Background: an optimization exercise with open tools, aiming at small area and a short achievable clock period. Do not read the settings as production practice.
Only simulation tests tie the RTL to the original design; equivalence was not proved.
No activity file was given, so power comes from the tool's default toggle rates.

// top_level
module top_level
#(parameter WIDTH = 8)
(
	input clk, rst, init, finish, ack,
	input [WIDTH-1:0]
		ori_0,
		ori_1,
		ori_2,
		ori_3,
		ori_4,
		ori_5,
		ori_6,
		ori_7,
		ori_8,
		ori_9,
		ori_10,
		ori_11,
		ori_12,
		ori_13,
		ori_14,
		ori_15,
		ori_16,
		ori_17,
		ori_18,
		ori_19,
		ori_20,
		ori_21,
		ori_22,
		ori_23,
		ori_24,
		ori_25,
		ori_26,
		ori_27,
		ori_28,
		ori_29,
		ori_30,
		ori_31,
		can_0,
		can_1,
		can_2,
		can_3,
		can_4,
		can_5,
		can_6,
		can_7,
		can_8,
		can_9,
		can_10,
		can_11,
		can_12,
		can_13,
		can_14,
		can_15,
		can_16,
		can_17,
		can_18,
		can_19,
		can_20,
		can_21,
		can_22,
		can_23,
		can_24,
		can_25,
		can_26,
		can_27,
		can_28,
		can_29,
		can_30,
		can_31,
	output done,
	output [WIDTH+4:0] out_sad
	);
clock: 5.8 ns
lec_check: 0
cap_margin: 20
core_margin: 2
core_utilization: 40
setup_slack_margin: 2.8
slew_margin: 20
standard.sh (not shown) runs the stock make flow with config.mk's settings and CLKGATE_MAP_FILE= SYNTH_SCRIPT=/design/flow/synth_recipe.tcl, a recipe that flattens the netlist after the stock synthesis.
==> flow/flow/run.sh <==
#!/bin/bash
# The standard layout with two changes:
#  - the port buffers are buf_1 cells (buffer_ports otherwise picks the slow,
#    large clkdlybuf4s50_1); repair_design and repair_timing still resize them.
#  - synthesis maps the logic with abc_speed.script from this folder: the
#    standard script's delay mapping without its final buffering and sizing
#    passes, so the netlist starts small and the layout's repair_timing sizes
#    up only the paths that need it. Registers, flattening and renaming are
#    exactly as in the standard flow's synthesis (synth_recipe.tcl is used unchanged).
set -euo pipefail
export BUFFER_PORTS_ARGS="-buffer_cell sky130_fd_sc_hd__buf_1"
rm -rf scripts_abc
cp -r "$FLOW_HOME/scripts" scripts_abc
cp flow/abc_speed.script scripts_abc/abc_speed.script
export SCRIPTS_DIR="$PWD/scripts_abc"
bash standard.sh finish > standard.log 2>&1
==> flow/flow/abc_speed.script <==
strash
&get -n
&st
&dch
&nf
&put
The first run produced a clean layout.
Then changed:
==> flow/flow/run.sh (replaced) <==
#!/bin/bash
# The standard layout, except that the port buffers are buf_1 cells
# (buffer_ports otherwise picks the slow, large clkdlybuf4s50_1). repair_design
# and repair_timing still resize them as they do any buffer.
set -euo pipefail
export BUFFER_PORTS_ARGS="-buffer_cell sky130_fd_sc_hd__buf_1"
bash standard.sh finish > standard.log 2>&1
Settings changed: ABC_AREA set to 1, SETUP_SLACK_MARGIN 2.8 to not set.
removed: flow/flow/abc_speed.script
The new run ran to the end with no violations.
Sequential cell count is unchanged.
Critical path depth does not change.
Worst hold slack gets worse by 0.035 ns.
Power went down by 12%.
Final cell count went up by 23%.
Routed wire length went up by 7.0%.
Then changed:
Settings changed: CORE_UTILIZATION 40 to 45, PLACE_DENSITY set to 0.9.
What happened:
- The changed run went through all stages and came out clean
- setup slack gains 0.0076 ns
- critical path depth came out higher by 2
- area after synthesis stays the same
- core utilization came out higher by 5.2 points
- hold slack gains 0.026 ns
- routed wire length came out higher slightly
- clock skew came out lower by 0.017 ns
- count of clock-buffer cells in the layout came out lower by 4
- die area came out lower by roughly a tenth
Then changed:
Settings changed: SETUP_SLACK_MARGIN set to 2.8.
After rerunning: Die area is unchanged; total power increases by about 1.5%; worst setup slack improves by 0.11 ns; hold slack degrades by 0.0032 ns; core utilization increases by 1.1 points.
Then changed:
Settings changed: CORE_UTILIZATION 45 to 60, PLACE_DENSITY 0.9 to 0.75, SETUP_SLACK_MARGIN 2.8 to not set.
Count of clock-buffer cells in the layout came out lower by 2.
Worst setup slack gets worse by 0.18 ns.
Routed wire length decreases by 3.6%.
Utilization went up by 16 points.
Synthesized area stays the same.
Clock skew goes down by 0.0042 ns.
Then changed:
Settings changed: ABC_AREA 1 to not set, CORE_UTILIZATION 60 to 40, PLACE_DENSITY 0.75 to not set.
What happened:
- clock power climbs by about 3%
- design area falls by 0.46%
- wire length is higher by 5.9%
- first-iteration DRC count decreases by 27%

==> what the ideal ports hide <==
The results above use ideal ports. As a check the final layouts listed here were re-extracted and re-timed, cells and wires unchanged. Step 1 (the two cells are an assumption about what drives the block):
set clk [get_ports {clk}]
set_driving_cell -lib_cell sky130_fd_sc_hd__clkbuf_16 $clk
set_driving_cell -lib_cell sky130_fd_sc_hd__buf_2 [delete_from_list [all_inputs] $clk]
Step 2 adds t to the input delays and takes it off the output delays; t is the mean of the earliest and latest rising clock arrival at the registers after step 1. Input paths then give back, and output paths get back, about the clock's delay inside the block. Slacks: no drivers / after step 1 / after step 2; pairs: no drivers / after step 1.
run | shift t [ns] | setup slack, ns | latest minus earliest clock arrival (ns)
the first run | 0.619 | 2.690 / 2.690 / 2.149 | 0.012 / 0.012
the second run | 0.625 | 2.570 / 2.570 / 2.180 | 0.033 / 0.033
the third run | 0.589 | 2.578 / 2.578 / 2.298 | 0.017 / 0.016
the fourth run | 0.604 | 2.690 / 2.690 / 2.376 | 0.014 / 0.014
the fifth run | 0.596 | 2.513 / 2.513 / 2.199 | 0.010 / 0.010
the sixth run | 0.625 | 2.453 / 2.453 / 1.890 | 0.029 / 0.029
After both steps every run listed still meets setup and hold. The setup slack of the sixth run, which loses most, moves by 0.000 ns with the drivers and by -0.563 ns with both steps.
